This is an optimization exercise on Yosys and OpenROAD, whose aim is small area, a short achievable clock period and few clock cycles per item, not a production implementation. RTL that was checked went through simulation tests only; none was proved equivalent to the original. Function not checked in runs 2 to 7: the RTL went through the layout flow alone. No activity file was given, so power comes from the tool's default toggle rates.

===== flow/config.mk =====
export PLATFORM = sky130hd
export DESIGN_NAME = basediv
export DESIGN_NICKNAME = basediv
export VERILOG_FILES = /design/flow/design.v
export SDC_FILE = /design/flow/constraint.sdc
export NUM_CORES = 4
export LEC_CHECK = 0
export CAP_MARGIN = 20
export CORE_MARGIN = 2
export CORE_UTILIZATION = 40
export SLEW_MARGIN = 20

===== flow/constraint.sdc =====
create_clock -name core_clock -period 5.5 [get_ports {clk}]
set_input_delay 1.1000 -clock core_clock [delete_from_list [all_inputs] [get_ports {clk}]]
set_output_delay 1.1000 -clock core_clock [all_outputs]
set_load 0.01 [all_outputs]

===== flow/design.v =====
module basediv(
  input                          clk           ,
  input                          reset         ,
  input  [31:0] x,
  input  [31:0] y,
  input         in_valid,
  input         div_signed,
  output reg    in_ready,
  output reg    out_valid,
  output [31:0] s,
  output [31:0] r
);
reg [63:0] dividend;
reg [31:0] divisor,qutient,remain;
reg doing,divisor_s,dividend_s;
reg [5:0] count;
wire calculate_done,ready_to_doing,doing_to_done,done_to_ready;
assign ready_to_doing = in_ready && in_valid;
assign doing_to_done  =  calculate_done;
assign done_to_ready  = out_valid;
assign calculate_done = doing &&  count == 6'h20;
always @(posedge clk) begin
    if (reset  || done_to_ready) begin
        in_ready <= 1'b1;
    end
    else if (ready_to_doing) begin
        in_ready <= 1'b0;
    end 
end
always @(posedge clk) begin
    if (reset || doing_to_done ) begin
        doing <= 1'b0;
    end
    else if (ready_to_doing) begin
        doing <= 1'b1;
    end 
end
always @(posedge clk) begin
    if (reset || done_to_ready ) begin
        out_valid <= 1'b0;
    end
    else if (doing_to_done) begin
        out_valid <= 1'b1;
    end 
end
always @(posedge clk) begin
    if (reset) begin
        divisor_s <= 1'b0;
        dividend_s <= 1'b0;        
    end
    else if (ready_to_doing) begin
        divisor_s <= div_signed & y[31];
        dividend_s <= div_signed & x[31];
    end    
end
wire sub_cout;
wire [32:0] sub_result;
wire op_correct;
wire [31:0] qutient_correct,remain_correct;
wire [31:0] x_adder_result,y_adder_result,x_abs,y_abs;
wire [31:0] x_adder_src1,y_adder_src1;
assign x_adder_src1 = op_correct ? dividend[63:32] : x;
assign y_adder_src1 = op_correct ? qutient : y;
adder_32 x_adder(
    .src1  (~x_adder_src1),
    .src2  ({32'b1}),
    .cin    (1'b0),
    .cout   (),
    .result (x_adder_result)
);
adder_32 y_adder(
    .src1  (~y_adder_src1),
    .src2  ({32'b1}),
    .cin    (1'b0),
    .cout   (),
    .result (y_adder_result)
);
adder_33 suber(
    .src1  (dividend[63:31]),
    .src2  ({1'b1,~divisor}),
    .cin    (1'b1),
    .cout   (sub_cout),
    .result (sub_result)
);
assign x_abs = div_signed & x[31] ? x_adder_result : x ;
assign y_abs = div_signed & y[31] ? y_adder_result : y ;
always @(posedge clk) begin
    if (ready_to_doing) begin
        dividend <= {32'b0,x_abs};
        divisor <= y_abs;
    end
    else if (doing ) begin
       dividend <= sub_cout ? {sub_result[31:0],dividend[30:0],1'b0} : {dividend[62:0],1'b0};
    end
end
always @(posedge clk) begin
    if (reset || done_to_ready ) begin
        count <= 6'b0;
    end
    else if (doing) begin
        count <= count +1'b1;
    end
end
wire qutient_need_correct,remain_need_correct;
assign op_correct = calculate_done;
assign remain_correct  = x_adder_result;
assign qutient_correct = y_adder_result;
assign qutient_need_correct = ~dividend_s & divisor_s | dividend_s & ~divisor_s;
assign remain_need_correct  = dividend_s;
always @(posedge clk ) begin
    if (op_correct) begin
        remain  <= remain_need_correct  ? remain_correct  : dividend[63:32];
    end
   if (op_correct) begin
        qutient <= qutient_need_correct ? qutient_correct : qutient;
    end 
    else if (doing) begin
        qutient <= {qutient[30:0],sub_cout};
    end    
end
assign s = qutient;
assign r = remain;
endmodule
module adder_32 (
    input [31:0] src1,
    input [31:0] src2,
    input        cin,
    output       cout,
    output [31:0] result
);
assign {cout, result} = src1 + src2 + {31'b0,cin};
endmodule
module adder_33 (
    input [32:0] src1,
    input [32:0] src2,
    input        cin,
    output       cout,
    output [32:0] result
);
assign {cout, result} = src1 + src2 + {32'b0,cin};
endmodule

===== flow/run.sh =====
#!/bin/bash
# synth_recipe.tcl (not shown) runs the flow's synth.tcl, then flattens the netlist and writes it again
# the make line also repeats each setting of config.mk as NAME=value (left out here)
make -C /OpenROAD-flow-scripts/flow DESIGN_CONFIG=/design/flow/config.mk WORK_HOME=/design/flow/orfs CLKGATE_MAP_FILE= SYNTH_SCRIPT=/design/flow/synth_recipe.tcl finish

==> results.txt, run 1 <==
Synth Register Bits=between 150 and 200; Crit path top cell by count=mux2i_1; final core occ=47.5%; yosys warns=1; r2r startpoint=count[0]$_SDFFE_PP0P_; Die Y=182 um; Worst Path Required=around 5800 ps; Max IR drop VDD=0.203 mV; # Post-CTS Setup Buffers=0; via count=~12k; Final ANT Viol Nets=0; power density over the cells=about 280 nW/um^2; Tot GR Track Use=approximately a quarter; sequential share of the synthesized area=approximately 37%; Comb pwr share=between 20% and 30%; measured slew at the worst slew-check pin=just over 1000 ps; share of cells above drive strength 1=5.14%; final slew viol count=0; Crit path arrival time=4760 ps; Crit Path Max Fanout=7; Sw Share=~34%; clock skew=approximately 13 ps; Min-Delay Path Class=reg2reg; critical setup path kind=in2reg; # fillers=between 3k and 4k; DIE AREA=around 33000 sq um; synth top area cells=edfxtp_1 30%, a21oi_1 6.9%, dfxtp_1 6.8%, nor2_1 5.4%, nand2_1 4.9%; Crit path max-delay family=simple AND/OR/NAND/NOR gates; Critical Path Source Type=input port; Crit. End Element=flop; first-pass GRT wire length=62.5 mm; launch point of the worst path=x[0]; top-count cell post-synth=nor2_1; top cells by count, synth=182 x nor2_1, 175 x a21oi_1, 164 x nand2_1, 128 x edfxtp_1, 107 x o21ai_0; Final Hold Fails=0; post-CTS sizing=0; chip width=approximately 180 um; Mapped Area=12700 sq um; clock latency on the worst-skew pair=about 450 ps; WL final=39.6 mm; top cell type's share of synthesized area=between 30% and 40%; Root Driver=clkbuf_16; setup TNS=0 ps; CP peak stage delay=around 700 ps; Via-to-Cell Ratio=around 5.9; CTS Buf Count=17; CTS H-Tree Depth=4; final cycle utilization of the critical path=between 80% and 90%; drt pass-1 iters=7; FP Rows=65; sequential cell area=about 4700 sq um; Max-Cap Viols=0; # setup viols final=0; cell count after synthesis=1532; slowest CP cell=nor4b_1; Reg power frac=between 40% and 50%; NetSw=1.41 mW; initial antenna violation count=1; min-delay src=divisor_s$_SDFFE_PP0P_; WL per Instance=roughly 20 um; footprint of the multi-input gates=approximately 7300 sq um; Initial Util=about two fifths; DRC Markers=0; Period minus WS final=roughly 4500 ps; clock tree sinks=about 170; IO buf count=approximately 130; unique cell type count in the Yosys netlist=between 70 and 80; Clock Power Share=31.6%; CTS tree=built; Final HPWL DP=about 28 mm; ys async rst share=0%; Fmax=roughly 220 MHz; Synth Net Count=between 1.5k and 2k; Syn Area/Cell=a little over 8 sq um; CP cell instances=clkdlybuf4s50_1, mux2i_1, ha_1, inv_1, nor4b_2, mux2i_1, a21oi_2, nor4b_1, and4bb_1, xor2_1, nor2_1, o21ai_1; worst slack, placed=664 ps; status=timing/DRC/antenna clean; fin nets=between 1.5k and 2k; Core Area=around 31000 sq um; number of DRC markers in iteration 0=1090; # IOs=134; P_int=2.72 mW; Post-synth EDFFs=128; cts-stage hold buffer count=0; final worst slack=approximately 1000 ps; Buf/Inv on CP=2; largest area contributor in the netlist=edfxtp_1; clk buf depth=2; GRT overflow=0; Layout area overhead=17.7%; RSZ-0062 raised after global routing=false; clk slew on worst S/H paths=70 ps; largest net degree at the start of global routing=roughly 170; Synth Flop Type=edfxtp_1; Rel. slew slack=a little under a third; routability cong.=~0.91; vias in the first global route=between 10k and 15k; Static Leakage=~5.5 nW
[layout make-up]
cell class	count	area share, %
antenna	1	0.0168
multi-input combinational	1202	49.3
timing repair buffer	151	10.1
clock inverter	12	0.882
inverter	58	1.48
tap	402	3.38
clock buffer	20	3.28
sequential	171	31.6
[state kept, by name, summed over array words and instances (netlist names)]
signal,flops
doing,1
divisor_s,1
out_valid,1
count,6
dividend_s,1
in_ready,1
divisor,32
qutient,32
remain,32
dividend,64
[power groups by stage]
stage / logic, mW / registers (mW) / clock network (mW)
2_1_floorplan: 0.817 / 1.64 / 0
3_3_place_gp: 1.11 / 1.71 / 0
3_5_place_dp: 1.12 / 1.71 / 0
4_1_cts: 1.13 / 1.69 / 1.31
5_1_grt: 1.26 / 1.70 / 1.37
6_report: 1.13 / 1.69 / 1.30
[per-stage QoR]
| step | instance area (sq um) | power, mW | hold WS [ps] | cells |
|---|---|---|---|---|
| floorplan | 12700 | 2.45 | 444 | 1532 |
| global placement | 14300 | 2.83 | 457 | 1984 |
| detailed placement | 14300 | 2.84 | 462 | 1984 |
| CTS | 14900 | 4.12 | 472 | 2016 |
| global route | 14900 | 4.33 | 499 | 2017 |
| finish | 14900 | 4.12 | 474 | 2017 |
[cells by family (layout without fill, tap and decap cells)]
logic type | count (synthesis) | after routing | synth area share (%)
buf+inv | 159 | 241 | 4.99
flops | 171 | 171 | 37.2
simple gates | 532 | 532 | 19.6
xor+xnor | 94 | 94 | 6.51
other cells | 0 | 1 | 0
compound gates | 481 | 481 | 23.3
fa+ha+maj | 37 | 37 | 3.72
mux | 58 | 58 | 4.72
[placed cells by master, fill, tap and decap left out, types with 20 or more instances in the layout]
cell type        synthesis  layout
xnor2_1                 60      60
nor3_1                  65      65
nor2_1                 182     182
dfxtp_1                 43      42
clkdlybuf4s50_1          0     133
mux2i_1                 45      45
edfxtp_1               128     128
a211oi_1                20      20
ha_1                    36      36
xor2_1                  34      34
inv_1                   57      57
or3_1                   21      21
o21ai_1                 26      26
nand2_1                164     163
o21ai_0                107     107
a21oi_1                175     175
[worst reg2reg max path, cell delays in order, from the launching register on]
cell and delay, ps:
dfxtp_1 350, inv_1 70, ha_1 430, nand3_4 200, mux2i_1 290, ha_1 330
inv_1 150, nor4b_2 340, mux2i_1 260, a21oi_2 360, nor4b_1 710, and4bb_1 320
xor2_1 200, nor2_1 70, o21ai_1 210
[path summary, 6_finish.rpt]
path                                               end  slack (ps)  cells after the start
worst min-delay path            divisor_s$_SDFFE_PP0P_         470                      2
worst max register to register  dividend[30]$_DFFE_PP_        1060                     14
worst max-delay path            dividend[30]$_DFFE_PP_        1010                     12
worst min register to register  divisor_s$_SDFFE_PP0P_         470                      2
[per-layer routing]
metal,vias up,wire [um],global-route usage (%)
met1,5650,18300,32.7
li1,5762,-,-
met5,-,0,0
met3,35,1860,2.87
met4,0,556,5.71
met2,389,18900,40.0
Testbench counts, summed over its fixed seeds: cycles 112,000, items 3,200.
==> run 2, diff against run 1 <==
==> flow/design.v (replaced) <==
module basediv(
  input             clk,
  input             reset,
  input      [31:0] x,
  input      [31:0] y,
  input             in_valid,
  input             div_signed,
  output            in_ready,
  output reg        out_valid,
  output     [31:0] s,
  output     [31:0] r
);
reg        busy;       
reg        prep;       
reg [31:0] R;          
reg [31:0] Q;          
reg [32:0] D;          
reg [4:0]  cnt;        
reg        sx, sy, sq;
assign in_ready = ~busy;
wire accept = in_valid & ~busy;
function [5:0] lzc32(input [31:0] v);
  integer i;
  reg found;
  begin
    lzc32 = 6'd32;
    found = 1'b0;
    for (i = 31; i >= 0; i = i - 1)
      if (!found && v[i]) begin
        lzc32 = 31 - i;
        found = 1'b1;
      end
  end
endfunction
wire [31:0] rneg = (R ^ {32{sx}}) + {31'b0, sx};
wire [31:0] xm  = R ^ {32{sx}};
wire [31:0] ym  = Q ^ {32{sy}};
wire [5:0]  lzx = lzc32(xm);
wire [5:0]  lzy0 = lzc32(ym);
wire [5:0]  lzy = (lzy0 == 6'd32) ? 6'd31 : lzy0;
wire [6:0]  kd  = {1'b0, lzy} + {6'b0, sx} - {1'b0, lzx};
wire        skip  = kd[6];
wire        yzero = ~sy & (lzy0 == 6'd32);
wire [4:0]  k   = kd[4:0];
wire [32:0] dsh = ({sy, Q} << k) ^ {33{~sy}};
wire [33:0] sum  = {2'b0, R} + {1'b0, D} + {33'b0, ~sy};
wire        cond = sum[33];
always @(posedge clk) begin
  if (reset) begin
    busy <= 1'b0;
    prep <= 1'b0;
    out_valid <= 1'b0;
  end else if (accept) begin
    busy <= 1'b1;
    prep <= 1'b1;
    out_valid <= 1'b0;
  end else if (prep) begin
    prep <= 1'b0;
    if (skip | yzero) begin
      busy <= 1'b0;
      out_valid <= 1'b1;
    end
  end else if (busy) begin
    if (cnt == 5'd0) begin
      busy <= 1'b0;
      out_valid <= 1'b1;
    end
  end else begin
    out_valid <= 1'b0;
  end
end
always @(posedge clk) begin
  if (accept) begin
    R  <= x;
    Q  <= y;
    sx <= div_signed & x[31];
    sy <= div_signed & y[31];
    sq <= div_signed & (x[31] ^ y[31]);
  end else if (prep) begin
    R   <= rneg;
    Q   <= {32{sq ^ yzero}};
    D   <= dsh;
    cnt <= k;
  end else if (busy) begin
    if (cond) R <= sum[31:0];
    Q   <= {Q[30:0], cond ^ sq};
    D   <= {1'b1, D[32:1]};
    cnt <= cnt - 5'd1;
  end
end
assign s = Q + {31'b0, sq};
assign r = rneg;
endmodule
==> run 2 against run 1 <==
  * Non-clock buffer count grew 163
  * Critical path depth up 11
  * Die area decreased by 3.8%
  * Utilization rose by 4.7 points
  * Synthesized area is 3.9% lower
  * Flip-flop and latch count shrank 63
  * Synthesized cell count rose by 0.26%
  * Final area up 4.2%
  * Largest cell class unchanged
  * Largest power group is now combinational logic
  * Highest routed layer unchanged
==> results.txt, run 2 <==
status=timing/DRC/antenna clean (unchanged); Tot GR Track Use=25.8% (was 23.8%); clk slew on worst S/H paths=100 ps (was 70 ps); Final Hold Fails=0 (unchanged); top cells by count, synth=165 x nand2_1, 151 x nor2_1, 146 x a21oi_1, 105 x edfxtp_1, 105 x xnor2_1 (was 182 x nor2_1, 175 x a21oi_1, 164 x nand2_1, 128 x edfxtp_1, 107 x o21ai_0); Largest regs=D (33), Q (32), R (32); unique cell type count in the Yosys netlist=83 (was 74); Power, Total=12.3 mW (was 4.12 mW); CP peak stage delay=620 ps (was 710 ps); top cell type's share of synthesized area=25.9% (was 30.4%); FP Rows=63 (was 65); Crit path arrival time=5450 ps (was 4760 ps); DP Area=14800 sq um (was 14300 sq um); Static Leakage=5.97 nW (was 5.54 nW); Mapped Area=12200 sq um (was 12700 sq um); Rel. slew slack=39.1% (was 31.4%); fin nets=1846 (was 1706); non-filler cells, final=2121 (was 2017); # IOs=134 (unchanged); GRT overflow=0 (unchanged); fin area=15500 sq um (was 14900 sq um); CTS H-Tree Depth=3 (was 4); critical setup path kind=reg2reg (was in2reg); Crit. End Element=flop (unchanged); via count=12.4k (was 11.8k); clk buf depth=2 (unchanged); first-pass GRT wire length=64.0 mm (was 62.5 mm); number of DRC markers in iteration 0=1196 (was 1090); setup TNS=0 ps (unchanged); drt pass-1 iters=5 (was 7); Syn Area/Cell=7.92 sq um (was 8.26 sq um); clock skew=20.3 ps (was 12.7 ps); vias in the first global route=11.5k (was 11.1k); largest net degree at the start of global routing=82 (was 168); register name with the most flops=D (was dividend); most frequent cells in the layout=169 x buf_4, 163 x nand2_1, 149 x nor2_1 (was 182 x nor2_1, 175 x a21oi_1, 163 x nand2_1); slowest CP cell=fa_2 (was nor4b_1); Antenna Cells=0 (was 1); Placed Cells=2083 (was 1984); final cycle utilization of the critical path=96.8% (was 81.6%); DRC Markers=0 (unchanged); Final HPWL DP=31.0 mm (was 28.4 mm); synth top area cells=edfxtp_1 26%, xnor2_1 7.6%, a21oi_1 6.0%, nand2_1 5.1%, ha_1 5.0% (was edfxtp_1 30%, a21oi_1 6.9%, dfxtp_1 6.8%, nor2_1 5.4%, nand2_1 4.9%); sequential share of the synthesized area=26.4% (was 37.2%); WL per Instance=19.5 um (was 19.6 um); Core Area=29800 sq um (was 31400 sq um); CTS Buf Count=9 (was 17); # setup viols final=0 (unchanged); DIE AREA=31800 sq um (was 33100 sq um); clock tree sinks=108 (was 171); yosys warns=1 (unchanged); # fillers=2904 (was 3052); power density over the cells=792 nW/um^2 (was 277 nW/um^2); Critical Path Source Type=flop (was input port); largest area contributor in the netlist=edfxtp_1 (unchanged); Final ANT Viol Nets=0 (unchanged); Min-Delay Path Class=reg2reg (unchanged); cts-stage hold buffer count=0 (unchanged); measured slew at the worst slew-check pin=913 ps (was 1030 ps); Initial Util=40.8% (was 40.3%); Root Driver=clkbuf_16 (unchanged); max reg flops=33 (was 64); RSZ-0062 raised after global routing=true (was false); CP cell instances=or4_4, nor3_2, a21oi_2, nor3_4, nand2_2, a21oi_4, a31oi_1, mux2i_2, a2111oi_4, ha_1, inv_1, ha_1, inv_1, fa_2, buf_8, mux2_2, nor2_1, a21oi_1, mux2i_2, a21oi_2, and2_4, xnor2_1, mux2_2 (was clkdlybuf4s50_1, mux2i_1, ha_1, inv_1, nor4b_2, mux2i_1, a21oi_2, nor4b_1, and4bb_1, xor2_1, nor2_1, o21ai_1); initial antenna violation count=1 (unchanged); IO buf count=133 (unchanged); Synth Register Bits=108 (was 171); Period minus WS final=5320 ps (was 4490 ps); top-count cell post-synth=nand2_1 (was nor2_1); final slew viol count=0 (unchanged); ys async rst share=0% (unchanged); Synth Net Count=1656 (was 1637); Synth Flop Type=edfxtp_1 (unchanged); Post-synth EDFFs=105 (was 128); Layout area overhead=27.7% (was 17.7%); WL final=41.4 mm (was 39.6 mm); final core occ=52.1% (was 47.5%); commonest non-fill, non-tap cell in the layout=buf_4 (was nor2_1); CTS tree=built (unchanged); Fmax=188 MHz (was 223 MHz); Crit path max-delay family=simple AND/OR/NAND/NOR gates (unchanged); chip width=178 um (was 182 um); Max IR drop VDD=0.432 mV (was 0.203 mV); Die Y=178 um (was 182 um); routability cong.=0.958 (was 0.910); share of cells above drive strength 1=18.1% (was 5.14%); Buf/Inv on CP=3 (was 2); Crit Path Max Fanout=8 (was 7); cell count after synthesis=1536 (was 1532); Max-Cap Viols=0 (unchanged); Via-to-Cell Ratio=5.83 (was 5.87); clock latency on the worst-skew pair=390 ps (was 450 ps); Worst Path Required=5630 ps (was 5780 ps)
-- run 2: cell count changes after synthesis, sizes merged, moves of 11 or more --
cell    delta
xnor2     +46
dfxtp     -40
nand3     +36
clkbuf    +34
a21oi     -32
nor2      -31
o21ai     -31
nor3      -26
edfxtp    -23
mux4      +16
and2      +15
inv       -14
ha        +13
o311ai    +11
-- run 2: cell families after synthesis --
logic type / after synthesis / share of synthesized area, %
buffers and inverters: 180 / 6.01
AO/OA/AOI/OAI: 434 / 22.5
flip-flops: 108 / 26.4
adder cells (fa/ha/maj): 52 / 5.54
XOR/XNOR: 146 / 10.6
other: 1 / 0.0308
multiplexers: 76 / 8.13
AND/OR/NAND/NOR: 539 / 20.8
-- run 2: routing by layer --
metal  wire, um  track usage, %  vias up
li1           -               -     5976
met1      19400            37.2     5913
met2      18100            39.1      434
met3       3300            5.86       34
met4        604            6.13        0
met5          0               0        -
-- run 2: power breakdown --
part           internal [mW]  switching [mW]  total, mW
logic                   4.76            5.21       9.97
registers               1.28           0.335       1.61
clock network          0.358           0.363      0.721
-- run 2: final timing paths --
kind / slack (ps) / to / cells past startpoint / from
setup / recovery: 180 / D[15]$_DFFE_PP_ / 23 / Q[18]$_DFFE_PP_
setup reg to reg: 180 / D[15]$_DFFE_PP_ / 23 / Q[18]$_DFFE_PP_
hold reg to reg: 520 / busy$_SDFFE_PP0P_ / 2 / busy$_SDFFE_PP0P_
hold / removal: 520 / busy$_SDFFE_PP0P_ / 2 / busy$_SDFFE_PP0P_
-- run 2: final cells by class --
type	instances	area, sq um	area share, %
Multi-Input combinational cell	1248	8540	55.0
Sequential cell	108	3220	20.7
Inverter	45	169	1.09
Clock inverter	5	62.6	0.403
Timing Repair Buffer	314	2830	18.2
Clock buffer	11	233	1.50
Tap cell	390	488	3.14
-- run 2: worst min-delay path: cells and delay by family, from the launching register on --
family | cells | cell delay, ps
AOI/OAI and AO/OA | 1 | 80
DFF | 1 | 330
and+or+nand+nor | 1 | 70
-- run 2: metrics by stage --
| stage | hold slack [ps] | setup WS, ps |
|---|---|---|
| finish | 518 | 178 |
| global placement | 497 | -198 |
| global route | 539 | -94.7 |
| floorplan | 473 | 27.4 |
| detailed placement | 502 | -166 |
| CTS | 517 | 33.2 |
-- run 2: repair_timing --
action                                  in CTS  in global routing
setup buffers                                1                 19
cloned                                       0                  2
endpoints found under the setup margin      19                 33
pin swaps                                    0                 18
resized for setup                            4                 74
==> run 3, diff against run 2 <==
==> flow/design.v (replaced) <==
module basediv(
  input             clk,
  input             reset,
  input      [31:0] x,
  input      [31:0] y,
  input             in_valid,
  input             div_signed,
  output            in_ready,
  output reg        out_valid,
  output     [31:0] s,
  output     [31:0] r
);
reg        busy;       
reg        prep;       
reg [31:0] R;          
reg [31:0] Q;          
reg [32:0] D;          
reg [4:0]  cnt;        
reg [4:0]  lzxr;       
reg        xzero;      
reg        sx, sy, sq;
assign in_ready = ~busy;
wire accept = in_valid & ~busy;
function [5:0] lzc32(input [31:0] a);    
  reg [15:0] v1; reg [15:0] c1;
  reg [7:0]  v2; reg [15:0] c2;
  reg [3:0]  v3; reg [11:0] c3;
  reg [1:0]  v4; reg [7:0]  c4;
  integer i;
  begin
    for (i = 0; i < 16; i = i + 1) begin
      v1[i] = a[2*i+1] | a[2*i];
      c1[i] = ~a[2*i+1];
    end
    for (i = 0; i < 8; i = i + 1) begin
      v2[i] = v1[2*i+1] | v1[2*i];
      c2[2*i+1] = ~v1[2*i+1];
      c2[2*i]   = v1[2*i+1] ? c1[2*i+1] : c1[2*i];
    end
    for (i = 0; i < 4; i = i + 1) begin
      v3[i] = v2[2*i+1] | v2[2*i];
      c3[3*i+2] = ~v2[2*i+1];
      c3[3*i+1 -: 2] = v2[2*i+1] ? c2[4*i+3 -: 2] : c2[4*i+1 -: 2];
    end
    for (i = 0; i < 2; i = i + 1) begin
      v4[i] = v3[2*i+1] | v3[2*i];
      c4[4*i+3] = ~v3[2*i+1];
      c4[4*i+2 -: 3] = v3[2*i+1] ? c3[6*i+5 -: 3] : c3[6*i+2 -: 3];
    end
    lzc32 = {v4[1] | v4[0], ~v4[1], v4[1] ? c4[7:4] : c4[3:0]};
  end
endfunction
function [31:0] inc32(input [31:0] a, input cin);
  reg [31:0] p;
  integer i, d;
  begin
    p = a;
    for (d = 1; d < 32; d = d * 2)
      for (i = 31; i >= 0; i = i - 1)
        if ((i / d) % 2 == 1) p[i] = p[i] & p[(i / d) * d - 1];
    inc32 = a ^ {p[30:0] & {31{cin}}, cin};
  end
endfunction
wire        sx_in = div_signed & x[31];
wire        sy_in = div_signed & y[31];
wire [5:0]  lzx_in = lzc32(x ^ {32{sx_in}});
wire [5:0]  lzy_in = lzc32(y ^ {32{sy_in}});
wire [5:0]  kd    = {1'b0, cnt} - {1'b0, lzxr};
wire        skip  = kd[5] | xzero;
wire        yzero = ~sy & (Q == 32'd0);
wire [4:0]  k     = kd[4:0];
wire [32:0] dsh   = ({sy, Q} << k) ^ {33{~sy}};
wire [31:0] rneg = inc32(R ^ {32{sx}}, sx);
reg  [33:0] c;
reg  [32:0] G, P;
integer i, d;
wire [32:0] pa = {1'b0, R} ^ D;
wire [32:0] ga = {1'b0, R} & D;
wire        cin = ~sy;
always @* begin
  G = ga; P = pa;
  G[0] = ga[0] | (pa[0] & cin);
  for (d = 1; d < 33; d = d * 2)
    for (i = 2*d-1; i < 33; i = i + 2*d) begin
      G[i] = G[i] | (P[i] & G[i-d]);
      P[i] = P[i] & P[i-d];
    end
  for (d = 16; d >= 1; d = d / 2)
    for (i = 3*d-1; i < 33; i = i + 2*d) begin
      G[i] = G[i] | (P[i] & G[i-d]);
      P[i] = P[i] & P[i-d];
    end
  c[0] = cin;
  for (i = 0; i < 33; i = i + 1) c[i+1] = G[i];
end
wire [31:0] sum  = pa[31:0] ^ c[31:0];
wire        cond = c[33];
always @(posedge clk) begin
  if (reset) begin
    busy <= 1'b0;
    prep <= 1'b0;
    out_valid <= 1'b0;
  end else if (accept) begin
    busy <= 1'b1;
    prep <= 1'b1;
    out_valid <= 1'b0;
  end else if (prep) begin
    prep <= 1'b0;
    if (skip | yzero) begin
      busy <= 1'b0;
      out_valid <= 1'b1;
    end
  end else if (busy) begin
    if (cnt == 5'd0) begin
      busy <= 1'b0;
      out_valid <= 1'b1;
    end
  end else begin
    out_valid <= 1'b0;
  end
end
always @(posedge clk) begin
  if (accept) begin
    R     <= x;
    Q     <= y;
    cnt   <= lzy_in[4:0];
    lzxr  <= lzx_in[4:0] - {4'b0, sx_in};
    xzero <= ~lzx_in[5] & ~sx_in;
    sx    <= sx_in;
    sy    <= sy_in;
    sq    <= sx_in ^ sy_in;
  end else if (prep) begin
    R   <= rneg;
    Q   <= {32{sq ^ yzero}};
    D   <= dsh;
    cnt <= k;
  end else if (busy) begin
    if (cond) R <= sum;
    Q   <= {Q[30:0], cond ^ sq};
    D   <= {1'b1, D[32:1]};
    cnt <= cnt - 5'd1;
  end
end
assign s = inc32(Q, sq);
assign r = rneg;
endmodule
==> run 3 against run 2 <==
  * Via count is 15% lower
  * Synthesized area is 7.6% lower
  * Utilization fell by 3.4 points
  * First-iteration DRC count down 16%
  * Critical path depth fell by 13
  * Sequential share of layout area grew 4.5 points
  * Highest routed layer unchanged
==> results.txt, run 3 <==
status=timing/DRC/antenna clean (unchanged); DIE AREA=29500 sq um (was 31800 sq um); Critical Path Source Type=flop (unchanged); Synth Flop Type=edfxtp_1 (unchanged); Rel. slew slack=33.4% (was 39.1%); largest area contributor in the netlist=edfxtp_1 (unchanged); power density over the cells=511 nW/um^2 (was 792 nW/um^2); Min-Delay Path Class=reg2reg (unchanged); Post-synth EDFFs=111 (was 105); Crit Path Max Fanout=5 (was 8); CP peak stage delay=610 ps (was 620 ps); IO buf count=133 (unchanged); Synth Net Count=1472 (was 1656); clock skew=10.4 ps (was 20.3 ps); sequential share of the synthesized area=30.2% (was 26.4%); Root Driver=clkbuf_16 (unchanged); Crit. End Element=output port (was flop); largest net degree at the start of global routing=78 (was 82); final slew viol count=0 (unchanged); Layout area overhead=20.1% (was 27.7%); clock latency on the worst-skew pair=430 ps (was 390 ps); unique cell type count in the Yosys netlist=74 (was 83); share of cells above drive strength 1=8.18% (was 18.1%); P_int=3.80 mW (was 6.39 mW); CTS H-Tree Depth=4 (was 3); max reg flops=33 (unchanged); clock tree sinks=114 (was 108); Static Leakage=4.99 nW (was 5.97 nW); # IOs=134 (unchanged); Max IR drop VDD=0.277 mV (was 0.432 mV); CP cell instances=inv_1, ha_1, or4_1, or2_1, or3_4, nor2b_4, nand2_1, o31ai_2, xnor2_1, clkdlybuf4s50_1 (was or4_4, nor3_2, a21oi_2, nor3_4, nand2_2, a21oi_4, a31oi_1, mux2i_2, a2111oi_4, ha_1, inv_1, ha_1, inv_1, fa_2, buf_8, mux2_2, nor2_1, a21oi_1, mux2i_2, a21oi_2, and2_4, xnor2_1, mux2_2); post-CTS sizing=0 (was 4); Placed Cells=1788 (was 2083); Synth Register Bits=114 (was 108); most frequent cells in the layout=189 x nand2_1, 146 x o21ai_0, 133 x clkdlybuf4s50_1 (was 169 x buf_4, 163 x nand2_1, 149 x nor2_1); top cells by count, synth=189 x nand2_1, 146 x o21ai_0, 111 x edfxtp_1, 101 x xnor2_1, 98 x nor2_1 (was 165 x nand2_1, 151 x nor2_1, 146 x a21oi_1, 105 x edfxtp_1, 105 x xnor2_1); final cycle utilization of the critical path=87.7% (was 96.8%); register name with the most flops=D (unchanged); Clock Power Share=16.2% (was 5.9%); Crit path arrival time=3720 ps (was 5450 ps); length in cells of the worst reg-to-reg path=15 (was 23); number of DRC markers in iteration 0=1005 (was 1196); drt pass-1 iters=5 (unchanged); internal reg-to-reg setup slack=970 ps (was 180 ps); Reg power frac=24.4% (was 13.1%); clk slew on worst S/H paths=60 ps (was 100 ps); cts-stage hold buffer count=0 (unchanged); setup TNS=0 ps (unchanged); Worst Hold Path Cells=2 (unchanged); first-pass GRT wire length=54.1 mm (was 64.0 mm); Max-Cap Viols=0 (unchanged); Sw Share=44.8% (was 48.0%); # fillers=2651 (was 2904); Antenna Cells=0 (unchanged); synth top area cells=edfxtp_1 30%, xnor2_1 7.9%, o21ai_0 6.5%, nand2_1 6.3%, ha_1 4.6% (was edfxtp_1 26%, xnor2_1 7.6%, a21oi_1 6.0%, nand2_1 5.1%, ha_1 5.0%); Core Area=27700 sq um (was 29800 sq um); Worst Path Required=4400 ps (was 5630 ps); Tot GR Track Use=23.9% (was 25.8%); Mapped Area=11200 sq um (was 12200 sq um); CTS tree=built (unchanged); Fmax=207 MHz (was 188 MHz); RSZ-0062 raised after global routing=false (was true); CTS Buf Count=17 (was 9); Die Y=172 um (was 178 um); routability cong.=0.885 (was 0.958); yosys warns=1 (unchanged); # Post-CTS Setup Buffers=0 (was 1); ys async rst share=0% (unchanged); critical setup path kind=reg2out (was reg2reg); WL per Instance=19.2 um (was 19.5 um); WL final=34.9 mm (was 41.4 mm); NetSw=3.09 mW (was 5.91 mW); top-count cell post-synth=nand2_1 (unchanged); top cell type's share of synthesized area=29.7% (was 25.9%); Final HPWL DP=26.4 mm (was 31.0 mm); chip width=172 um (was 178 um); Initial Util=40.6% (was 40.8%); Via-to-Cell Ratio=5.75 (was 5.83); # setup viols final=0 (unchanged); Comb pwr share=59.4% (was 81.0%); GRT overflow=0 (unchanged); Period minus WS final=4820 ps (was 5320 ps); Largest regs=D (33), Q (32), R (32) (unchanged); cell count after synthesis=1345 (was 1536); vias in the first global route=9707 (was 11.5k); commonest non-fill, non-tap cell in the layout=nand2_1 (was buf_4); measured slew at the worst slew-check pin=1000 ps (was 913 ps); Final Hold Fails=0 (unchanged); DRC Markers=0 (unchanged); initial antenna violation count=0 (was 1); clk buf depth=2 (unchanged); FP Rows=61 (was 63); non-filler cells, final=1820 (was 2121); slowest CP cell=clkdlybuf4s50_1 (was fa_2); fin nets=1556 (was 1846); Final ANT Viol Nets=0 (unchanged); Syn Area/Cell=8.35 sq um (was 7.92 sq um); via count=10.5k (was 12.4k)
==> run 3: changes by cell type in the layout (fill, tap and decap cells not counted), sizes merged, moves of 11 or more <==
| cell | delta |
|---|---|
| o21ai | +47 |
| nor3 | -12 |
| and2 | -12 |
| xor2 | -17 |
| o21a | -13 |
| inv | +11 |
| nand2 | +25 |
| a21oi | -55 |
| fa | +15 |
| buf | -158 |
| nor2 | -53 |
==> run 3: stage by stage <==
stage | area (sq um) | hold WS [ps] | utilization [%] | power, mW | worst slack (ps)
6_report | 13500 | 511 | 48.7 | 6.89 | 678
5_1_grt | 13500 | 540 | 48.7 | 7.43 | 563
4_1_cts | 13500 | 514 | 48.7 | 6.87 | 684
3_5_place_dp | 12900 | 497 | 46.6 | 5.73 | 1060
3_3_place_gp | 12900 | 499 | 46.6 | 5.68 | 1180
2_1_floorplan | 11200 | 470 | - | 4.38 | 635
==> run 3: power groups by stage <==
| stage | Clock [mW] | Sequential, mW | Combinational, mW |
|---|---|---|---|
| 2_1_floorplan | 0 | 1.51 | 2.88 |
| 3_3_place_gp | 0 | 1.69 | 3.99 |
| 3_5_place_dp | 0 | 1.69 | 4.04 |
| 4_1_cts | 1.12 | 1.68 | 4.07 |
| 5_1_grt | 1.15 | 1.72 | 4.55 |
| 6_report | 1.11 | 1.68 | 4.10 |
==> run 3: kinds of logic (layout without fill, tap and decap cells) <==
group,count (synthesis),after routing,share of synthesized area (%)
and+or+nand+nor,457,457,18.9
AOI/OAI and AO/OA,379,379,20.6
DFF,114,114,30.2
muxes,69,69,8.01
xor gates and xnor gates,124,124,9.66
adders and majority gates,59,59,7.77
buffers and inverters,143,240,4.84
==> run 3: worst paths after layout <==
check	startpoint	end
setup / recovery	R[0]$_DFFE_PP_	r[30]
hold reg to reg	out_valid$_SDFFE_PP0P_	out_valid$_SDFFE_PP0P_
hold / removal	out_valid$_SDFFE_PP0P_	out_valid$_SDFFE_PP0P_
setup reg to reg	D[0]$_DFFE_PP_	R[31]$_DFFE_PP_
==> run 3: critical path: cells and delay by family (launching register included) <==
kind                       cells  cell delay, ps
xor gates and xnor gates       1             230
buffers and inverters          2             670
and+or+nand+nor                5            1470
DFF                            1             370
AOI/OAI and AO/OA              1             210
adders and majority gates      1             360
==> run 3: layer usage <==
| metal | global-route usage (%) | share of wire, % |
|---|---|---|
| met4 | 5.08 | 0.90 |
| met5 | 0 | 0 |
| met1 | 35.5 | 47 |
| met2 | 37.1 | 46 |
| met3 | 2.90 | 6.2 |
==> run 3: area by class of cell <==
type,count,area [sq um],share of cell area [%]
clock buffers,17,425,3.15
clock inverters,15,158,1.17
inverters,53,199,1.47
multi-input cells,1088,7330,54.3
flip-flops and latches,114,3400,25.2
well taps,378,473,3.51
repair buffers,155,1510,11.2
==> run 4, diff against run 3 <==
--- a/flow/config.mk
+++ b/flow/config.mk
@@ -8,4 +8,5 @@
 export CAP_MARGIN = 20
 export CORE_MARGIN = 2
 export CORE_UTILIZATION = 40
+export SETUP_SLACK_MARGIN = 2.5
 export SLEW_MARGIN = 20
==> run 4 against run 3 <==
  * Synthesized cell count is the same
  * Maximum frequency grew 14%
  * Power grew 27%
  * Sequential share of layout area shrank 4.7 points
  * Still clean
  * Critical path type unchanged
==> results.txt, run 4 <==
status=timing/DRC/antenna clean (unchanged); Reg power frac=19.5% (was 24.4%); clock skew=11.1 ps (was 10.4 ps); DRT met1 WL=17.9 mm (was 16.4 mm); Syn Area/Cell=8.35 sq um (unchanged); Min-Delay Path Class=reg2reg (unchanged); Comb pwr share=67.4% (was 59.4%); unique cell type count in the Yosys netlist=74 (unchanged); cell count after synthesis=1345 (unchanged); met2 wire length=19.2 mm (was 15.9 mm); Synth Area in Simple Gates=18.9% (unchanged); top-count cell post-synth=nand2_1 (unchanged); measured slew at the worst slew-check pin=1040 ps (was 1000 ps); yosys warns=1 (unchanged); Sw Share=45.4% (was 44.8%); cts-stage hold buffer count=0 (unchanged); final cycle utilization of the critical path=77.2% (was 87.7%); Final ANT Viol Nets=0 (unchanged); max layer used=met4 (unchanged); DRC Markers=0 (unchanged); mux contribution to synthesized area=8.01% (unchanged); vias in the first global route=10.7k (was 9707); sequential share of the synthesized area=30.2% (unchanged); critical setup path kind=reg2out (unchanged); final slew viol count=0 (unchanged); Core Area=27700 sq um (unchanged); top cells by count, synth=189 x nand2_1, 146 x o21ai_0, 111 x edfxtp_1, 101 x xnor2_1, 98 x nor2_1 (unchanged); Post-synth EDFFs=111 (unchanged); register name with the most flops=D (unchanged); ys async rst share=0% (unchanged); adder-cell area share of the yosys netlist=7.77% (unchanged); Crit Path Max Fanout=5 (unchanged); routability cong.=0.893 (was 0.885); max reg flops=33 (unchanged); Final Hold Fails=0 (unchanged); DIE AREA=29500 sq um (unchanged); WL final=41.4 mm (was 34.9 mm); Max-Cap Viols=0 (unchanged); Layout area overhead=47.9% (was 20.1%); Root Driver=clkbuf_16 (unchanged); setup TNS=0 ps (unchanged); share of cells above drive strength 1=37.2% (was 8.18%); IO buf count=133 (unchanged); clock latency on the worst-skew pair=430 ps (about the same); post-synthesis compound-gate area fraction=20.6% (unchanged); clk slew on worst S/H paths=60 ps (about the same); commonest non-fill, non-tap cell in the layout=nand2_1 (unchanged); Tot GR Track Use=26.5% (was 23.9%); XOR/XNOR Fraction of Synth Area=9.66% (unchanged); first-pass GRT wire length=59.9 mm (was 54.1 mm); largest net degree at the start of global routing=89 (was 78); most frequent cells in the layout=159 x nand2_1, 114 x buf_4, 111 x edfxtp_1 (was 189 x nand2_1, 146 x o21ai_0, 133 x clkdlybuf4s50_1); Synth Flop Type=edfxtp_1 (unchanged); P_int=4.78 mW (was 3.80 mW); WL per Instance=20.9 um (was 19.2 um); Worst Path Required=4400 ps (about the same); via count=11.8k (was 10.5k); Antenna Cells=0 (unchanged); Fmax=236 MHz (was 207 MHz); Synth Register Bits=114 (unchanged); fin nets=1721 (was 1556); Largest regs=D (33), Q (32), R (32) (unchanged); Crit. End Element=output port (unchanged); # setup viols final=0 (unchanged); RSZ-0062 raised after global routing=true (was false); Mapped Area=11200 sq um (unchanged); Max IR drop VDD=0.261 mV (was 0.277 mV); CTS H-Tree Depth=4 (unchanged); # IOs=134 (unchanged); largest family of logic cells by synthesized area=compound AO/OA/AOI/OAI gates (unchanged); clk buf depth=2 (unchanged); Initial Util=40.6% (unchanged); Die Y=172 um (unchanged); Routed met3 length=3.29 mm (was 2.16 mm); power density over the cells=527 nW/um^2 (was 511 nW/um^2); Crit path arrival time=3150 ps (was 3720 ps); NetSw=3.98 mW (was 3.09 mW); Period minus WS final=4250 ps (was 4820 ps); CTS tree=built (unchanged); clock tree sinks=114 (unchanged); Static Leakage=6.56 nW (was 4.99 nW); Clock Power Share=13.1% (was 16.2%); largest area contributor in the netlist=edfxtp_1 (unchanged); Via-to-Cell Ratio=5.94 (was 5.75); initial antenna violation count=1 (was 0); # fillers=2306 (was 2651); chip width=172 um (unchanged); number of DRC markers in iteration 0=1319 (was 1005); CTS Buf Count=17 (unchanged); synth top area cells=edfxtp_1 30%, xnor2_1 7.9%, o21ai_0 6.5%, nand2_1 6.3%, ha_1 4.6% (unchanged); top cell type's share of synthesized area=29.7% (unchanged); DP Area=13400 sq um (was 12900 sq um); fin area=16600 sq um (was 13500 sq um); Critical Path Source Type=flop (unchanged); FP Rows=61 (unchanged); worst hold slack=543 ps (was 511 ps); Final HPWL DP=26.8 mm (was 26.4 mm); drt pass-1 iters=5 (unchanged); Power, Total=8.77 mW (was 6.89 mW); Rel. slew slack=30.7% (was 33.4%); Synth Net Count=1472 (unchanged); GRT overflow=0 (unchanged)
## run 4: changes by cell type in the layout (fill, tap and decap cells not counted), moves of 26 or more
cell / delta
buf_4: +93
clkdlybuf4s50_1: -80
buf_6: +54
buf_2: +52
xnor2_1: -50
xnor2_2: +47
o21ai_0: -45
nand2_1: -30
a21oi_1: -26
## run 4: stage by stage
step / instances / worst slack [ps] / utilization [%]
2_1_floorplan: 1345 / 1660 / -
3_3_place_gp: 1785 / 1220 / 48.3
3_5_place_dp: 1785 / 1140 / 48.3
4_1_cts: 1917 / 1190 / 55.4
5_1_grt: 1985 / 1180 / 60.0
6_report: 1985 / 1250 / 60.0
## run 4: routing by layer
metal,vias to the layer above,GRT usage (%)
met5,-,0
met4,0,7.74
met3,80,3.73
met2,590,41.0
met1,5738,38.5
li1,5392,-
## run 4: kinds of logic (layout without fill, tap and decap cells)
family / count (synthesis) / in the layout
flip-flops: 114 / 114
buffers and inverters: 143 / 401
adder cells (fa/ha/maj): 59 / 59
XOR/XNOR: 124 / 126
multiplexers: 69 / 69
AND/OR/NAND/NOR: 457 / 459
AO/OA/AOI/OAI: 379 / 379
## run 4: final timing paths
kind	end	from	slack, ps	depth (start not counted)
worst max-delay path	r[26]	sx$_DFFE_PP_	1250	10
worst min register to register	out_valid$_SDFFE_PP0P_	out_valid$_SDFFE_PP0P_	540	2
worst max register to register	R[31]$_DFFE_PP_	sy$_DFFE_PP_	1740	16
worst min-delay path	out_valid$_SDFFE_PP0P_	out_valid$_SDFFE_PP0P_	540	2
## run 4: power groups by stage
stage	Sequential [mW]	Combinational [mW]	Clock, mW
floorplan	1.55	3.01	0
global placement	1.72	4.10	0
detailed placement	1.73	4.13	0
CTS	1.68	5.01	1.16
global route	1.74	6.33	1.20
finish	1.71	5.91	1.15
## run 4: layout make-up
cell class | instances | area [sq um] | share of cell area [%]
Timing Repair inverter | 3 | 21.3 | 0.128
Inverter | 53 | 231 | 1.39
Sequential cell | 114 | 3400 | 20.4
Timing Repair Buffer | 313 | 2810 | 16.9
Clock buffer | 17 | 425 | 2.56
Tap cell | 378 | 473 | 2.84
Multi-Input combinational cell | 1092 | 9090 | 54.7
Clock inverter | 15 | 171 | 1.03
## run 4: critical path, cell delays in order (launching register included)
cell and delay, ps:
edfxtp_1 450, ha_4 270, or4_4 420, or2_1 250, or3_4 370, nor2b_4 210, nand2_4 130, buf_6 140
o31ai_4 190, xnor2_2 140, buf_2 150
## run 4: timing repair
action,4_1_cts,5_1_grt
resized for setup,440,173
endpoints found under the hold margin,0,0
cloned,7,2
pin swaps,120,114
setup endpoints to repair,195,188
setup buffers,93,66
==> run 5, diff against run 4 <==
--- a/flow/config.mk
+++ b/flow/config.mk
@@ -8,5 +8,5 @@
 export CAP_MARGIN = 20
 export CORE_MARGIN = 2
 export CORE_UTILIZATION = 40
-export SETUP_SLACK_MARGIN = 2.5
+export SETUP_SLACK_MARGIN = 1.5
 export SLEW_MARGIN = 20
==> run 5 against run 4 <==
  * Still clean
  * Utilization is 8.5 points lower
  * Clock power grew 5%
  * Via count decreased by 8.1%
  * Register-to-register slack lost 270 ps
  * Maximum frequency increased by 1.1%
  * Power down 17%
==> results.txt, run 5 <==
Syn Area/Cell=8.35 sq um (unchanged); top-count cell post-synth=nand2_1 (unchanged); first-pass GRT wire length=56.4 mm (was 59.9 mm); critical setup path kind=reg2out (unchanged); Core Area=27700 sq um (unchanged); Rel. slew slack=35.3% (was 30.7%); initial antenna violation count=0 (was 1); Max IR drop VDD=0.261 mV (about the same); top cells by count, synth=189 x nand2_1, 146 x o21ai_0, 111 x edfxtp_1, 101 x xnor2_1, 98 x nor2_1 (unchanged); Min-Delay Path Class=reg2reg (unchanged); drt pass-1 iters=5 (unchanged); Buf/Inv on CP=2 (unchanged); WL final=37.2 mm (was 41.4 mm); CTS tree=built (unchanged); register name with the most flops=D (unchanged); Root Driver=clkbuf_16 (unchanged); slowest CP cell=edfxtp_1 (unchanged); Worst Path Required=4400 ps (about the same); Final Hold Fails=0 (unchanged); # IOs=134 (unchanged); final cycle utilization of the critical path=76.4% (was 77.2%); routability cong.=0.908 (was 0.893); Synth Net Count=1472 (unchanged); sequential share of the synthesized area=30.2% (unchanged); DP Area=12900 sq um (was 13400 sq um); chip width=172 um (unchanged); yosys warns=1 (unchanged); FP Rows=61 (unchanged); measured slew at the worst slew-check pin=971 ps (was 1040 ps); IO buf count=133 (unchanged); Crit Path Max Fanout=5 (unchanged); clk buf depth=2 (unchanged); share of cells above drive strength 1=16.7% (was 37.2%); Antenna Cells=0 (unchanged); number of DRC markers in iteration 0=1173 (was 1319); Layout area overhead=27.1% (was 47.9%); Mapped Area=11200 sq um (unchanged); Crit path max-delay family=simple AND/OR/NAND/NOR gates (unchanged); Via-to-Cell Ratio=5.80 (was 5.94); final slew viol count=0 (unchanged); Die Y=172 um (unchanged); final core occ=51.5% (was 60.0%); CP cell instances=ha_4, or4_4, or2_4, or3_4, nor2b_4, buf_6, nand2_4, o41ai_4, xnor2_1, buf_2 (was ha_4, or4_4, or2_1, or3_4, nor2b_4, nand2_4, buf_6, o31ai_4, xnor2_2, buf_2); GRT overflow=0 (unchanged); status=timing/DRC/antenna clean (unchanged); commonest non-fill, non-tap cell in the layout=nand2_1 (unchanged); RSZ-0062 raised after global routing=true (unchanged); worst hold slack=523 ps (was 543 ps); clock latency on the worst-skew pair=420 ps (was 430 ps); Placed Cells=1788 (was 1785); clock tree sinks=114 (unchanged); largest net degree at the start of global routing=83 (was 89); clk slew on worst S/H paths=60 ps (about the same); fin nets=1608 (was 1721); max reg flops=33 (unchanged); CP peak stage delay=440 ps (was 450 ps); Crit. End Element=output port (unchanged); Max-Cap Viols=0 (unchanged); via count=10.8k (was 11.8k); synth top area cells=edfxtp_1 30%, xnor2_1 7.9%, o21ai_0 6.5%, nand2_1 6.3%, ha_1 4.6% (unchanged); Post-synth EDFFs=111 (unchanged); Final ANT Viol Nets=0 (unchanged); Critical Path Source Type=flop (unchanged); DRC Markers=0 (unchanged); Period minus WS final=4200 ps (was 4250 ps); WL per Instance=19.9 um (was 20.9 um); fin area=14300 sq um (was 16600 sq um); DIE AREA=29500 sq um (unchanged); unique cell type count in the Yosys netlist=74 (unchanged); Synth Flop Type=edfxtp_1 (unchanged); clock skew=8.37 ps (was 11.1 ps); non-filler cells, final=1870 (was 1985); worst slack, placed=1070 ps (was 1140 ps); CTS H-Tree Depth=4 (unchanged); # fillers=2623 (was 2306); largest area contributor in the netlist=edfxtp_1 (unchanged); Initial Util=40.6% (unchanged); Synth Register Bits=114 (unchanged); Power, Total=7.25 mW (was 8.77 mW); setup TNS=0 ps (unchanged); Largest regs=D (33), Q (32), R (32) (unchanged); Crit path arrival time=3100 ps (was 3150 ps); Fmax=238 MHz (was 236 MHz); # setup viols final=0 (unchanged); ys async rst share=0% (unchanged); Final HPWL DP=26.4 mm (was 26.8 mm); CTS Buf Count=17 (unchanged); most frequent cells in the layout=182 x nand2_1, 133 x o21ai_0, 111 x edfxtp_1 (was 159 x nand2_1, 114 x buf_4, 111 x edfxtp_1); Tot GR Track Use=24.9% (was 26.5%); vias in the first global route=10.1k (was 10.7k); top cell type's share of synthesized area=29.7% (unchanged); power density over the cells=508 nW/um^2 (was 527 nW/um^2); cell count after synthesis=1345 (unchanged); final worst slack=1300 ps (was 1250 ps); Static Leakage=5.53 nW (was 6.56 nW)
-- run 5: cell counts after synthesis --
Identical to the previous run, type by type.
-- run 5: kinds of logic after synthesis --
family | synth area share (%)
simple gates | 18.9
compound gates | 20.6
buf+inv | 4.84
xor+xnor | 9.66
flops | 30.2
mux | 8.01
fa+ha+maj | 7.77
-- run 5: routing by layer --
layer | GRT usage, % | routed length, um | part of all wire [%]
met3 | 3.45 | 2820 | 7.6
met1 | 36.8 | 16700 | 45
met4 | 5.71 | 567 | 1.5
met2 | 38.4 | 17100 | 46
met5 | 0 | 0 | 0
-- run 5: timing repair --
item / 4_1_cts / 5_1_grt
endpoints found under the hold margin: 0 / 0
endpoints found under the setup margin: 76 / 71
buffers inserted: 28 / 22
pin swaps: 28 / 44
hold buffers: 0 / 0
resized for setup: 149 / 57
cloned: 1 / 1
-- run 5: worst register-to-register path, stage by stage, from the launching register on --
cell      delay (ps)
edfxtp_1         420
buf_4            160
fa_2             340
fa_2             450
a211oi_4         260
o21ai_2          130
a32oi_1          240
o21ai_1          130
a221oi_2         370
o21ai_2          150
a21o_1           180
a21o_1           170
fa_2             410
xnor2_2          140
nand2_1           70
o211ai_1         100
nand2_1           60
-- run 5: final timing paths --
kind                          startpoint  depth (start not counted)                endpoint  slack [ps]
setup / recovery            sx$_DFFE_PP_                         10                   r[27]        1300
setup reg to reg          R[0]$_DFFE_PP_                         16         R[31]$_DFFE_PP_        1470
hold / removal    out_valid$_SDFFE_PP0P_                          2  out_valid$_SDFFE_PP0P_         520
hold reg to reg   out_valid$_SDFFE_PP0P_                          2  out_valid$_SDFFE_PP0P_         520
-- run 5: area by class of cell --
cell class | instances | area (sq um) | share of cell area [%]
multi-input cells | 1088 | 7750 | 54.3
inverters | 53 | 204 | 1.43
clock buffers | 18 | 429 | 3.01
flip-flops and latches | 114 | 3400 | 23.8
repair buffers | 207 | 1840 | 12.9
well taps | 378 | 473 | 3.31
clock inverters | 12 | 190 | 1.33
-- run 5: report_power, final --
group	switching (mW)	total (mW)	internal, mW
Combinational	2.40	4.33	1.94
Sequential	0.426	1.72	1.29
Clock	0.412	1.21	0.793
Total	3.23	7.25	4.02
==> run 6, diff against run 5 <==
--- a/flow/design.v
+++ b/flow/design.v
@@ -12,9 +12,9 @@
 );
 reg        busy;       
 reg        prep;       
-reg [31:0] R;          
+reg [32:0] R;          
 reg [31:0] Q;          
-reg [32:0] D;          
+reg [33:0] D;          
 reg [4:0]  cnt;        
 reg [4:0]  lzxr;       
 reg        xzero;      
@@ -69,32 +69,32 @@
 wire        skip  = kd[5] | xzero;
 wire        yzero = ~sy & (Q == 32'd0);
 wire [4:0]  k     = kd[4:0];
-wire [32:0] dsh   = ({sy, Q} << k) ^ {33{~sy}};
-wire [31:0] rneg = inc32(R ^ {32{sx}}, sx);
-reg  [33:0] c;
-reg  [32:0] G, P;
+wire [33:0] dsh   = ({sy, sy, Q} << k) ^ {34{~sq}};
+wire [33:0] a   = {R[32], R};
+wire        cin = ~sq;
+wire [33:0] pa  = a ^ D;
+wire [33:0] ga  = a & D;
+reg  [33:0] G, P;
 integer i, d;
-wire [32:0] pa = {1'b0, R} ^ D;
-wire [32:0] ga = {1'b0, R} & D;
-wire        cin = ~sy;
 always @* begin
   G = ga; P = pa;
   G[0] = ga[0] | (pa[0] & cin);
-  for (d = 1; d < 33; d = d * 2)
-    for (i = 2*d-1; i < 33; i = i + 2*d) begin
+  for (d = 1; d < 34; d = d * 2)
+    for (i = 2*d-1; i < 34; i = i + 2*d) begin
       G[i] = G[i] | (P[i] & G[i-d]);
       P[i] = P[i] & P[i-d];
     end
   for (d = 16; d >= 1; d = d / 2)
-    for (i = 3*d-1; i < 33; i = i + 2*d) begin
+    for (i = 3*d-1; i < 34; i = i + 2*d) begin
       G[i] = G[i] | (P[i] & G[i-d]);
       P[i] = P[i] & P[i-d];
     end
-  c[0] = cin;
-  for (i = 0; i < 33; i = i + 1) c[i+1] = G[i];
 end
-wire [31:0] sum  = pa[31:0] ^ c[31:0];
-wire        cond = c[33];
+wire [33:0] cy   = {G[32:0], cin};
+wire [33:0] T    = pa ^ cy;
+wire [33:0] kz   = {a[32:0] | D[32:0], cin};
+wire        tz   = (pa == kz);
+wire        cond = sx ? (T[33] | tz) : ~T[33];
 always @(posedge clk) begin
   if (reset) begin
     busy <= 1'b0;
@@ -121,7 +121,7 @@
 end
 always @(posedge clk) begin
   if (accept) begin
-    R     <= x;
+    R     <= {sx_in, x};
     Q     <= y;
     cnt   <= lzy_in[4:0];
     lzxr  <= lzx_in[4:0] - {4'b0, sx_in};
@@ -130,17 +130,16 @@
     sy    <= sy_in;
     sq    <= sx_in ^ sy_in;
   end else if (prep) begin
-    R   <= rneg;
     Q   <= {32{sq ^ yzero}};
     D   <= dsh;
     cnt <= k;
   end else if (busy) begin
-    if (cond) R <= sum;
+    if (cond) R <= T[32:0];
     Q   <= {Q[30:0], cond ^ sq};
-    D   <= {1'b1, D[32:1]};
+    D   <= {~sx, D[33:1]};
     cnt <= cnt - 5'd1;
   end
 end
 assign s = inc32(Q, sq);
-assign r = rneg;
+assign r = R[31:0];
 endmodule
--- a/flow/config.mk
+++ b/flow/config.mk
@@ -8,5 +8,4 @@
 export CAP_MARGIN = 20
 export CORE_MARGIN = 2
 export CORE_UTILIZATION = 40
-export SETUP_SLACK_MARGIN = 1.5
 export SLEW_MARGIN = 20
==> run 6 against run 5 <==
  * Still clean on timing, DRC and antenna
  * Combinational power about the same
  * Synthesized cell count decreased by 2.4%
  * Routed wire length shrank 8.3%
  * Non-clock buffer count shrank 53
  * Maximum frequency fell by 10%
  * Clock skew is 5.3 ps higher
  * Synthesized area grew 4.9%
  * Utilization down 4.0 points
  * Die area is 4.8% higher
  * Count of clock-buffer cells in the layout decreased by 1
  * Sequential power down 5%
  * Largest cell class unchanged
==> results.txt, run 6 <==
FP Rows=62 (was 61); Crit path arrival time=3580 ps (was 3100 ps); CTS H-Tree Depth=4 (unchanged); clk slew on worst S/H paths=60 ps (about the same); unique cell type count in the Yosys netlist=79 (was 74); Final HPWL DP=26.4 mm (about the same); most frequent cells in the layout=140 x nor2_1, 133 x clkdlybuf4s50_1, 114 x nand2_1 (was 182 x nand2_1, 133 x o21ai_0, 111 x edfxtp_1); first-pass GRT wire length=52.3 mm (was 56.4 mm); launch point of the worst path=sq$_DFFE_PP_ (was sx$_DFFE_PP_); number of DRC markers in iteration 0=901 (was 1173); commonest non-fill, non-tap cell in the layout=nor2_1 (was nand2_1); # Post-CTS Setup Buffers=0 (was 28); Period minus WS final=4680 ps (was 4200 ps); clock tree sinks=116 (was 114); sequential cell area=3450 sq um (was 3400 sq um); Power, Total=7.10 mW (was 7.25 mW); Post-synth EDFFs=113 (was 111); via count=9826 (was 10.8k); DIE AREA=30900 sq um (was 29500 sq um); yosys warns=1 (unchanged); fin nets=1541 (was 1608); setup TNS=0 ps (unchanged); Core Area=28900 sq um (was 27700 sq um); cts-stage hold buffer count=0 (unchanged); worst hold slack=629 ps (was 523 ps); largest area contributor in the netlist=edfxtp_1 (unchanged); Static Leakage=5.46 nW (was 5.53 nW); top cell type's share of synthesized area=28.8% (was 29.7%); DP Area=13100 sq um (was 12900 sq um); Root Driver=clkbuf_16 (unchanged); top-count cell post-synth=nor2_1 (was nand2_1); Die Y=176 um (was 172 um); CTS tree=built (unchanged); post-CTS sizing=0 (was 149); Max IR drop VDD=0.204 mV (was 0.261 mV); fin area=13700 sq um (was 14300 sq um); largest net degree at the start of global routing=62 (was 83); worst slack, placed=888 ps (was 1070 ps); clock latency on the worst-skew pair=430 ps (was 420 ps); Max-Cap Viols=0 (unchanged); Layout area overhead=16.5% (was 27.1%); Min-Delay Path Class=reg2reg (unchanged); max reg flops=34 (was 33); routability cong.=0.891 (was 0.908); Synth Flop Type=edfxtp_1 (unchanged); CTS Buf Count=17 (unchanged); Critical Path Source Type=flop (unchanged); vias in the first global route=9333 (was 10.1k); critical setup path kind=reg2out (unchanged); Synth Net Count=1473 (was 1472); Via-to-Cell Ratio=5.53 (was 5.80); status=timing/DRC/antenna clean (unchanged); Mapped Area=11800 sq um (was 11200 sq um); power density over the cells=517 nW/um^2 (was 508 nW/um^2); Final Hold Fails=0 (unchanged); IO buf count=133 (unchanged); Crit. End Element=output port (unchanged); chip width=176 um (was 172 um); Rel. slew slack=40.7% (was 35.3%); r2r startpoint=R[0]$_DFFE_PP_ (unchanged); Initial Util=40.8% (was 40.6%); synth top area cells=edfxtp_1 29%, ha_1 7.8%, xnor2_1 7.0%, mux2i_1 5.5%, a21oi_1 4.8% (was edfxtp_1 30%, xnor2_1 7.9%, o21ai_0 6.5%, nand2_1 6.3%, ha_1 4.6%); Crit Path Max Fanout=40 (was 5); Placed Cells=1746 (was 1788); Largest regs=D (34), R (33), Q (32) (was D (33), Q (32), R (32)); register name with the most flops=D (unchanged); clk buf depth=2 (unchanged); final core occ=47.6% (was 51.5%); non-filler cells, final=1777 (was 1870); Synth Register Bits=116 (was 114); Tot GR Track Use=21.9% (was 24.9%); # IOs=134 (unchanged); # setup viols final=0 (unchanged); min-delay src=busy$_SDFFE_PP0P_ (was out_valid$_SDFFE_PP0P_); # fillers=2748 (was 2623); GRT overflow=0 (unchanged); WL per Instance=19.2 um (was 19.9 um); Syn Area/Cell=8.98 sq um (was 8.35 sq um); RSZ-0062 raised after global routing=false (was true); measured slew at the worst slew-check pin=885 ps (was 971 ps); top cells by count, synth=140 x nor2_1, 115 x nand2_1, 113 x edfxtp_1, 112 x a21oi_1, 100 x inv_1 (was 189 x nand2_1, 146 x o21ai_0, 111 x edfxtp_1, 101 x xnor2_1, 98 x nor2_1); drt pass-1 iters=5 (unchanged); final slew viol count=0 (unchanged); final worst slack=820 ps (was 1300 ps); initial antenna violation count=1 (was 0); clock skew=13.7 ps (was 8.37 ps); WL final=34.1 mm (was 37.2 mm); share of cells above drive strength 1=7.68% (was 16.7%); cell count after synthesis=1313 (was 1345); final cycle utilization of the critical path=85.1% (was 76.4%); DRC Markers=0 (unchanged); Fmax=214 MHz (was 238 MHz); ys async rst share=0% (unchanged); sequential share of the synthesized area=29.3% (was 30.2%); Antenna Cells=0 (unchanged); Worst Path Required=4400 ps (about the same); footprint of the multi-input gates=7340 sq um (was 7750 sq um); Final ANT Viol Nets=0 (unchanged)
-- run 6: changes by cell type after synthesis, sizes merged, moves of 28 or more --
cell    previous run  this run
mux2i             37        65
nand2            191       116
o21ai            149        42
inv               53       100
nor2              98       140
buf               21        63
ha                41        73
clkbuf            69        40
-- run 6: worst paths after layout --
check | to | slack [ps] | cells past startpoint
setup / recovery | s[30] | 820 | 8
hold / removal | busy$_SDFFE_PP0P_ | 630 | 2
setup reg to reg | R[6]$_DFFE_PP_ | 870 | 16
hold reg to reg | busy$_SDFFE_PP0P_ | 630 | 2
-- run 6: worst max-delay path, cell delays in order (launching register included) --
cell	delay, ps
edfxtp_1	360
buf_4	530
nand4_4	230
nor4_4	420
nand2_4	130
nor4_4	550
nand3_1	170
xnor2_1	180
clkdlybuf4s50_1	560
-- run 6: where the power goes --
group          internal [mW]  switching, mW  total, mW
combinational           1.99           2.34       4.33
sequential              1.33          0.302       1.63
clock                  0.705          0.428       1.13
total                   4.02           3.08       7.10
-- run 6: layout make-up --
type                       count  share of cell area, %
clock buffer                  17                   3.10
clock inverter                14                   1.18
inverter                     101                   2.76
multi-input combinational    991                   53.4
sequential                   116                   25.2
tap                          384                   3.50
timing repair buffer         154                   10.8
-- run 6: cell families (layout without fill, tap and decap cells) --
kind of cell | Yosys count | after routing | share of synthesized area [%]
AND/OR/NAND/NOR | 407 | 407 | 16.2
AO/OA/AOI/OAI | 264 | 264 | 13.9
buffers and inverters | 206 | 286 | 8.70
XOR/XNOR | 129 | 129 | 9.78
flip-flops | 116 | 116 | 29.3
multiplexers | 99 | 99 | 11.2
adder cells (fa/ha/maj) | 92 | 92 | 11.0
-- run 6: metal layers --
layer  global-route usage [%]  vias up  wire, um
li1                         -     4759         -
met1                     31.7     4744     16000
met2                     33.7      295     15500
met3                     4.61       28      2160
met4                     4.89        0       461
met5                        0        -         0
==> run 7, diff against run 6 <==
--- a/flow/config.mk
+++ b/flow/config.mk
@@ -8,4 +8,5 @@
 export CAP_MARGIN = 20
 export CORE_MARGIN = 2
 export CORE_UTILIZATION = 40
+export SETUP_SLACK_MARGIN = 1.5
 export SLEW_MARGIN = 20
==> run 7 against run 6 <==
  * Register-to-register slack improved by 470 ps
  * Final area is 4.3% higher
  * Non-clock buffer count grew 33
  * Sequential power about the same
  * Synthesized area did not move
  * Sequential share of layout area fell by 1.0 points
  * Critical path depth is 9 higher
  * Maximum frequency grew 13%
  * Still clean on timing, DRC and antenna
  * Count of clock-buffer cells in the layout is the same
  * Setup slack improved by 520 ps
  * Flip-flop and latch count stayed put
==> results.txt, run 7 <==
Final ANT Viol Nets=0 (unchanged); clk buf depth=2 (unchanged); setup TNS=0 ps (unchanged); clk slew on worst S/H paths=60 ps (about the same); status=timing/DRC/antenna clean (unchanged); Rel. slew slack=25.0% (was 40.7%); sequential cell area=3450 sq um (unchanged); R2R Path End=R[31]$_DFFE_PP_ (was R[6]$_DFFE_PP_); footprint of the multi-input gates=7470 sq um (was 7340 sq um); cts-stage hold buffer count=0 (unchanged); register name with the most flops=D (unchanged); # setup viols final=0 (unchanged); clock tree sinks=116 (unchanged); Placed Cells=1744 (was 1746); final worst slack=1340 ps (was 820 ps); Min-Delay Path Class=reg2reg (unchanged); CTS H-Tree Depth=4 (unchanged); yosys warns=1 (unchanged); RSZ-0062 raised after global routing=true (was false); measured slew at the worst slew-check pin=1130 ps (was 885 ps); Antenna Cells=0 (unchanged); Largest regs=D (34), R (33), Q (32) (unchanged); Synth Net Count=1473 (unchanged); internal reg-to-reg setup slack=1340 ps (was 870 ps); fin nets=1575 (was 1541); cell count after synthesis=1313 (unchanged); Synth Register Bits=116 (unchanged); non-filler cells, final=1812 (was 1777); Tot GR Track Use=23.1% (was 21.9%); GRT overflow=0 (unchanged); WL per Instance=19.9 um (was 19.2 um); Syn Area/Cell=8.98 sq um (unchanged); Post-synth EDFFs=113 (unchanged); final slew viol count=0 (unchanged); Crit. End Element=flop (was output port); Via-to-Cell Ratio=5.56 (was 5.53); Max-Cap Viols=0 (unchanged); chip width=176 um (unchanged); Root Driver=clkbuf_16 (unchanged); most frequent cells in the layout=140 x nor2_1, 133 x clkdlybuf4s50_1, 113 x edfxtp_1 (was 140 x nor2_1, 133 x clkdlybuf4s50_1, 114 x nand2_1); number of DRC markers in iteration 0=841 (was 901); r2r startpoint=R[0]$_DFFE_PP_ (unchanged); Die Y=176 um (unchanged); Worst Hold Path Cells=2 (unchanged); share of cells above drive strength 1=11.1% (was 7.68%); Final Hold Fails=0 (unchanged); ys async rst share=0% (unchanged); # IOs=134 (unchanged); largest area contributor in the netlist=edfxtp_1 (unchanged)
## run 7: cell count changes in the layout (fill, tap and decap cells not counted), moves of 3 or more
| cell | delta |
|---|---|
| buf_12 | +5 |
| buf_4 | +23 |
| clkbuf_16 | +3 |
| clkinv_4 | +4 |
| clkinvlp_4 | -4 |
| fa_1 | -3 |
| fa_2 | +3 |
| inv_1 | -3 |
| inv_2 | +3 |
| nand2_1 | -3 |
## run 7: per-layer routing
metal | part of all wire [%] | vias up | global-route usage, % | wire length (um)
met2 | 46 | 348 | 36.5 | 16600
li1 | - | 4838 | - | -
met3 | 6.9 | 32 | 3.48 | 2500
met4 | 1.5 | 0 | 5.51 | 536
met5 | 0 | - | 0 | 0
met1 | 46 | 4851 | 33.4 | 16400
## run 7: logic make-up after synthesis
logic type	count (synthesis)	synth area share (%)
AO/OA/AOI/OAI	264	13.9
XOR/XNOR	129	9.78
buffers and inverters	206	8.70
flip-flops	116	29.3
AND/OR/NAND/NOR	407	16.2
multiplexers	99	11.2
adder cells (fa/ha/maj)	92	11.0
## run 7: area by class of cell
| cell class | count | area share (%) |
|---|---|---|
| Multi-Input combinational cell | 992 | 52.2 |
| Sequential cell | 116 | 24.1 |
| Timing Repair Buffer | 187 | 13.1 |
| Tap cell | 384 | 3.35 |
| Clock buffer | 17 | 2.97 |
| Inverter | 101 | 2.67 |
| Clock inverter | 15 | 1.59 |
## run 7: what timing repair did
action | in CTS | in global routing
pin swaps | 8 | 6
resized for setup | 20 | 5
setup buffers | 16 | 16
setup endpoints to repair | 53 | 63
hold endpoints to repair | 0 | 0
cloned | 2 | 2
## run 7: power by group
group | leakage (nW) | internal [mW] | switching [mW]
clock | 0.316 | 0.808 | 0.459
combinational | 4.32 | 2.17 | 2.51
sequential | 1.12 | 1.33 | 0.284
total | 5.76 | 4.30 | 3.26
## run 7: through the flow
stage / cell area, sq um / util, %
global route: 14300 / 49.6
floorplan: 11800 / -
global placement: 13100 / 45.6
detailed placement: 13100 / 45.6
CTS: 14100 / 48.8
finish: 14300 / 49.6
## run 7: worst max path at each step
stage                    from               to  slack, ps  depth (start not counted)
2_1_floorplan    sq$_DFFE_PP_   R[0]$_DFFE_PP_       1510                         15
3_3_place_gp   R[0]$_DFFE_PP_  R[12]$_DFFE_PP_       1060                         16
3_5_place_dp   R[0]$_DFFE_PP_  R[12]$_DFFE_PP_        970                         16
4_1_cts        R[0]$_DFFE_PP_   R[1]$_DFFE_PP_       1420                         17
5_1_grt        R[0]$_DFFE_PP_  R[32]$_DFFE_PP_       1200                         17
6_report       R[0]$_DFFE_PP_  R[31]$_DFFE_PP_       1340                         17
## run 7: worst max-delay path: stages, from the launching register on
cell and delay [ps]:
edfxtp_1 400, inv_2 100, fa_2 220, inv_2 40, fa_2 360, a211oi_2 220
o211ai_1 130, a32oi_1 270, nand2_2 130, a2111oi_4 320, o31ai_2 110, a31o_2 260
fa_2 380, xor2_4 190, buf_6 150, o2111ai_4 250, nand2_4 140, clkbuf_16 240

Re-timed with assumed drivers on the ports (clkbuf_16 on the clock, buf_2 on other inputs), run 7 has 1.344 ns of setup slack against 1.344 ns with ideal ports, and 1.275 ns once port delays also move by the mid clock arrival of 0.475 ns.
